Context: an optimization exercise on an open-source flow, tuned for a short achievable clock period and few clock cycles. The choices shown serve that exercise and are no tape-out recipe. No functional check of the RTL was part of this run. Power and IR drop assume default switching activity.

==> design.v <==
module alu_32bit(
    input  wire [31:0] a,
    input  wire [31:0] b,
    input  wire [3:0]  alu_ctrl,
    output reg  [31:0] y,
    output wire        zero
);
    assign zero = (y == 32'b0);
    always @* begin
        case (alu_ctrl)
            4'b0000: y = a & b;
            4'b0001: y = a | b;
            4'b0010: y = a + b;
            4'b0110: y = a - b;
            4'b0111: y = ($signed(a) < $signed(b)) ? 32'd1 : 32'd0;
            4'b1100: y = ~(a | b);
            default: y = 32'b0;
        endcase
    end
endmodule
module register_file(
    input  wire        clk,
    input  wire        we3,
    input  wire [4:0]  a1, a2, a3,
    input  wire [31:0] wd3,
    output wire [31:0] rd1, rd2
);
    reg [31:0] rf[31:0];
    assign rd1 = (a1 == 0) ? 32'b0 : rf[a1];
    assign rd2 = (a2 == 0) ? 32'b0 : rf[a2];
    always @(posedge clk) begin
        if (we3 && (a3 != 0)) rf[a3] <= wd3;
    end
endmodule
module pc_reg(
    input  wire        clk,
    input  wire        rst,
    input  wire [31:0] pc_next,
    output reg  [31:0] pc
);
    always @(posedge clk or posedge rst) begin
        if (rst) pc <= 32'b0;
        else     pc <= pc_next;
    end
endmodule
module signext(input wire [15:0] a, output wire [31:0] y);
    assign y = {{16{a[15]}}, a};
endmodule
module sl2(input wire [31:0] a, output wire [31:0] y);
    assign y = {a[29:0], 2'b00};
endmodule
module mux2 #(parameter W=32) (
    input  wire [W-1:0] d0, d1,
    input  wire         s,
    output wire [W-1:0] y
);
    assign y = s ? d1 : d0;
endmodule
module mux3 #(parameter W=32) (
    input  wire [W-1:0] d0, d1, d2,
    input  wire [1:0]   s,
    output reg  [W-1:0] y
);
    always @* begin
        case (s)
            2'b00: y = d0;
            2'b01: y = d1;
            2'b10: y = d2;
            default: y = d0;
        endcase
    end
endmodule
module maindec(
    input  wire [5:0] op,
    output reg        memtoreg, memwrite,
    output reg        branch, alusrc,
    output reg        regdst, regwrite,
    output reg        jump,
    output reg  [1:0] aluop
);
    always @* begin
        memtoreg=0; memwrite=0; branch=0; alusrc=0;
        regdst=0; regwrite=0; jump=0; aluop=2'b00;
        case(op)
            6'b000000: begin regdst=1; regwrite=1; aluop=2'b10; end  
            6'b100011: begin memtoreg=1; regwrite=1; alusrc=1; aluop=2'b00; end  
            6'b101011: begin memwrite=1; alusrc=1; aluop=2'b00; end  
            6'b000100: begin branch=1; aluop=2'b01; end  
            6'b001000: begin regwrite=1; alusrc=1; aluop=2'b00; end  
            6'b000010: begin jump=1; end  
        endcase
    end
endmodule
module aludec(
    input  wire [5:0] funct,
    input  wire [1:0] aluop,
    output reg  [3:0] alucontrol
);
    always @* begin
        case (aluop)
            2'b00: alucontrol = 4'b0010;  
            2'b01: alucontrol = 4'b0110;  
            default: begin  
                case (funct)
                    6'b100000: alucontrol = 4'b0010;       
                    6'b100010: alucontrol = 4'b0110;       
                    6'b100100: alucontrol = 4'b0000;       
                    6'b100101: alucontrol = 4'b0001;       
                    6'b101010: alucontrol = 4'b0111;       
                    default:   alucontrol = 4'b0000;
                endcase
            end
        endcase
    end
endmodule
module controller_single(
    input  wire [5:0] op, funct,
    output wire       memtoreg, memwrite,
    output wire       branch, alusrc,
    output wire       regdst, regwrite,
    output wire       jump,
    output wire [3:0] alucontrol
);
    wire [1:0] aluop;
    maindec md(op, memtoreg, memwrite, branch, alusrc, regdst, regwrite, jump, aluop);
    aludec  ad(funct, aluop, alucontrol);
endmodule
module mips_single_cycle (
    input  wire        clk,
    input  wire        rst,
    output wire [31:0] imem_addr,
    input  wire [31:0] imem_rdata,
    output wire        dmem_we,
    output wire [31:0] dmem_addr,
    output wire [31:0] dmem_wdata,
    input  wire [31:0] dmem_rdata
);
    wire [31:0] pc, instr, signimm, srca, srcb, aluout, readdata, pcplus4, pcbranch, pcjump;
    wire        memtoreg, memwrite, branch, alusrc, regdst, regwrite, jump, zero;
    wire [3:0]  alucontrol;
    wire [4:0]  writereg;
    wire [31:0] result;
    controller_single ctrl(
        .op(instr[31:26]), .funct(instr[5:0]),
        .memtoreg(memtoreg), .memwrite(memwrite),
        .branch(branch), .alusrc(alusrc),
        .regdst(regdst), .regwrite(regwrite),
        .jump(jump),
        .alucontrol(alucontrol)
    );
    wire [31:0] pcnext;
    pc_reg PC(clk, rst, pcnext, pc);
    assign imem_addr  = pc;
    assign instr      = imem_rdata;
    assign dmem_we    = memwrite;
    assign dmem_addr  = aluout;
    assign dmem_wdata = srcb;
    assign readdata   = dmem_rdata;
    wire [31:0] writedata;
    assign writereg = regdst ? instr[15:11] : instr[20:16];
    register_file RF(clk, regwrite, instr[25:21], instr[20:16], writereg, writedata, srca, srcb);
    signext SE(instr[15:0], signimm);
    wire [31:0] srcb_mux = alusrc ? signimm : srcb;
    alu_32bit ALU(srca, srcb_mux, alucontrol, aluout, zero);
    assign result    = memtoreg ? readdata : aluout;
    assign writedata = result;
    assign pcplus4  = pc + 32'd4;
    assign pcbranch = pcplus4 + ({{14{instr[15]}}, instr[15:0], 2'b00});  
    assign pcjump   = {pcplus4[31:28], instr[25:0], 2'b00};
    wire pcsrc = branch & zero;
    assign pcnext = jump ? pcjump : (pcsrc ? pcbranch : pcplus4);
endmodule
==> run.sh <==
#!/bin/bash
# synth_recipe.tcl (not shown) runs the flow's synth.tcl, then flattens the netlist and writes it again
# the make line also repeats each setting of config.mk as NAME=value (left out here)
make -C /OpenROAD-flow-scripts/flow DESIGN_CONFIG=/design/flow/config.mk WORK_HOME=/design/flow/orfs CLKGATE_MAP_FILE= SYNTH_SCRIPT=/design/flow/synth_recipe.tcl finish
==> config.mk <==
export PLATFORM = sky130hd
export DESIGN_NAME = mips_single_cycle
export DESIGN_NICKNAME = mips_single_cycle
export VERILOG_FILES = /design/flow/design.v
export SDC_FILE = /design/flow/constraint.sdc
export NUM_CORES = 4
export LEC_CHECK = 0
export ABC_CLOCK_PERIOD_IN_PS = 4000
export CAP_MARGIN = 20
export CORE_MARGIN = 2
export CORE_UTILIZATION = 45
export SETUP_SLACK_MARGIN = 3.0
export SLEW_MARGIN = 20
==> constraint.sdc <==
create_clock -name core_clock -period 8.0 [get_ports {clk}]
set_input_delay 1.6000 -clock core_clock [delete_from_list [all_inputs] [get_ports {clk}]]
set_output_delay 1.6000 -clock core_clock [all_outputs]
set_load 0.01 [all_outputs]
==> flow_metrics.tcl <==
set metrics [dict create \
    status "finished clean" \
    slew_headroom_pct 21.1 \
    antenna_found_initial 3 \
    synth_area_um2 56300 \
    grt_pass1_vias 38000 \
    io_pins 163 \
    drt_iter0_drc 4450 \
    grt_usage_pct 29.8 \
    drc 0 \
    critical-path-top-delay-family "buffers and inverters" \
    io_buffers 160 \
    holdWs_ns 0.654 \
    wl_per_cell_um 31.6 \
    dp_slack_ns -0.544 \
    ys_seq_area_share_pct 56.0 \
    setup_violations 0 \
    finalCriticalPeriod_ns 7.76 \
    max-vdd-ir-drop_uv 185 \
    synth-edff-count 1024 \
    largest_reg_flops 1024 \
    max_stage_delay_ns 0.51 \
    crit_chain "buf_16 > buf_12 > buf_16 > buf_4 > buf_12 > mux4_2 > mux4_2 > mux2i_2 > buf_4 > nor3_2 > a21o_1 > ha_4 > buf_6 > nor2_2 > a21oi_2 > nand3_4 > a211oi_4 > buf_4 > a31oi_2 > or4_1 > o211ai_1 > buf_2" \
    finalCritPeriodShare_pct 96.9 \
    critPathKind "in2out" \
    first_pass_iters 5 \
    finClkSkew_ns 0.0362 \
    core_um2 124000 \
    grt_setup_unrepaired "true" \
    critical-path-slowest-cell "mux4_2" \
    cts_root_buffer "clkbuf_16" \
    final_hold_viol_count 0 \
    syn_area_per_cell_um2 16.1 \
    place.gp.congestion 0.947 \
    rows 129 \
    crit_top_cell "buf_4" \
    fillCellCount 9400 \
    htreeDepth 3 \
    postLayoutCoreUtil_pct 58.8 \
    clk_pin_slew_worst_paths_ns 0.07 \
    tritoncts "yes" \
    maxCapViolations 0 \
    finalMaxSlewViolations 0 \
    ant_nets 0 \
    finalNonFillerCells 6080 \
    start_util_pct 45.4 \
    synth_flop_cell "edfxtp_1" \
    grt_overflow_total 0 \
    clock-sinks 1054 \
    routed_wirelength_mm 192 \
    final_common_cell "edfxtp_1" \
    fin_ws_ns 0.244 \
    die_area_um2 128000 \
    ctsHoldBuffers 0 \
    finalPower_w 0.0177 \
    die_w_um 358 \
    seqCellArea_um2 31500 \
    syn_inst 3496 \
    timing.critical_path.buf_inv 9 \
    async_reset_ff_share_pct 2.85 \
    die_height_um 358 \
    synth_top_area_cell "edfxtp_1" \
    multi_input_area_um2 25700 \
    grt_max_degree 47 \
    nNetsFinal 4547 \
    worstPathArrival_ns 6.16 \
    fmax_ghz 0.129 \
    vias 38400 \
    via_per_inst 6.32 \
    p_per_area_nw_per_um2 243 \
    cp.required_ns 6.40 \
    cts_max_path_buffers 3 \
    placedCellCount 5705 \
    grt_pass1_wl_mm 271 \
    crit_path_max_fanout 6 \
    layout-drive-gt1-share_pct 44.4 \
    hold_class "reg2reg" \
    synth_top_area_share_pct 54.6 \
    ys_types 87 \
    syn_to_final_growth_pct 29.4 \
    leakage_nw 26.0 \
    final_cell_mix "edfxtp_1, buf_4, mux4_2" \
    start_kind "input pin" \
    clock_latency_ns 0.75 \
    dp_hpwl_mm 124 \
    yosys_warnings 5 \
    yosys-top-cells-area "edfxtp_1, mux4_2, ha_1, mux2i_1, mux2_2" \
    tightest_slew_ns 1.18 \
    cts-buffers-inserted 109 \
    yosys_register_bits 1054 \
    endpoint_kind "output port" \
]
-- worst reg2reg max path, cell delays in order, from the launching register on --
cell and delay (ns):
edfxtp_1 0.38, mux4_2 0.50, mux4_2 0.51, mux2i_4 0.20, buf_6 0.17, nor3_1 0.06
a21oi_1 0.11, buf_4 0.15, ha_2 0.34, nor4_4 0.32, buf_4 0.18, nand4_1 0.08
a211o_1 0.34, nand3b_4 0.12, o21bai_4 0.09, a2111oi_4 0.33, buf_4 0.18, o21ai_4 0.10
buf_6 0.15, a2111oi_4 0.30, nand4_1 0.16, buf_6 0.17, or4_4 0.42, or4_4 0.54
buf_12 0.18, buf_16 0.15, or3_1 0.31, nand3_1 0.07
-- power breakdown --
part / switching, W / total, W / internal (W)
clock: 0.00220 / 0.00519 / 0.00299
sequential: 0.0000813 / 0.00712 / 0.00704
combinational: 0.00305 / 0.00541 / 0.00236
-- cells in the mapped netlist, drive strengths merged, types with 30 or more instances --
cell,number
edfxtp,1024
mux4,548
nor2,190
clkbuf,159
a21oi,146
mux2i,136
nand2,131
ha,126
inv,116
buf,84
mux2,73
nor3,67
o21ai,63
nand3,57
xnor2,53
a21o,34
dfrtp,30
o221ai,30
-- logic make-up after synthesis --
family	count (synthesis)	share of synthesized area (%)
xor+xnor	76	1.18
simple gates	609	5.26
mux	757	25.8
other cells	1	0.00666
flops	1054	56.0
compound gates	511	6.32
fa+ha+maj	129	2.91
buf+inv	359	2.52
-- path summary, 6_finish.rpt --
check	startpoint	endpoint	slack, ns	cells past startpoint
hold / removal	PC.pc[31]$_DFF_PP0_	PC.pc[31]$_DFF_PP0_	0.65	2
max in group asynchronous	rst	PC.pc[26]$_DFF_PP0_	6.45	3
setup reg to reg	RF.rf[15][11]$_DFFE_PP_	PC.pc[10]$_DFF_PP0_	1.34	27
min in group asynchronous	rst	PC.pc[31]$_DFF_PP0_	1.24	3
setup / recovery	imem_rdata[16]	dmem_addr[19]	0.24	22
hold reg to reg	PC.pc[31]$_DFF_PP0_	PC.pc[31]$_DFF_PP0_	0.65	2
-- what timing repair did --
| item | in CTS | in global routing |
|---|---|---|
| endpoints found under the setup margin | 1357 | 1589 |
| endpoints found under the hold margin | 0 | 0 |
| pin swaps | 66 | 114 |
| setup buffers | 64 | 83 |
| resized for setup | 260 | 242 |
| cloned | 20 | 5 |
-- cell type report --
type / instances / share of cell area, %
Antenna cell: 1 / 0.00344
Timing Repair Buffer: 954 / 13.1
Clock buffer: 123 / 3.82
Multi-Input combinational cell: 2117 / 35.3
Inverter: 116 / 0.601
Tap cell: 1637 / 2.81
Clock inverter: 78 / 1.14
Sequential cell: 1054 / 43.2
-- stage by stage --
| step | TNS (ns) | instance area (um2) |
|---|---|---|
| after floorplan | 0 | 57800 |
| after global placement | -15.87 | 65500 |
| after detailed placement | -19.56 | 65500 |
| after CTS | 0 | 71200 |
| after global routing | 0 | 72800 |
| final | 0 | 72800 |
-- metal layers --
layer / up-vias / routed length (um) / track usage [%]
met5: - / 0 / 0
met3: 381 / 19200 / 5.45
met4: 0 / 7740 / 11.0
li1: 16100 / - / -
met2: 1942 / 90400 / 47.3
met1: 20000 / 75000 / 41.3

==> static timing again, ports no longer ideal <==
The flow's constraints put no driver on any port. The routed layout listed below was extracted and timed again, unchanged, in two steps.
Step 1 assumes that a clkbuf_16 drives the clock port and a buf_2 every other input.
Step 2 adds t to the input delays and takes it off the output delays; t is the mean of the earliest and latest rising clock arrival at the registers after step 1. Input paths then give back, and output paths get back, about the clock's delay inside the block.
Three values: no drivers, after step 1, after step 2; two values: the first two.
t, ns: 0.803
slack for setup (ns): 0.244 / -0.052 / -0.593
worst slew at a driven data input, ns: 0.32
pins driven straight from the clock port: 1
Met with ideal ports but missed after step 2: setup timing in this run. For this run, drivers alone change the setup slack by -0.296 ns; drivers and shift together by -0.837 ns.
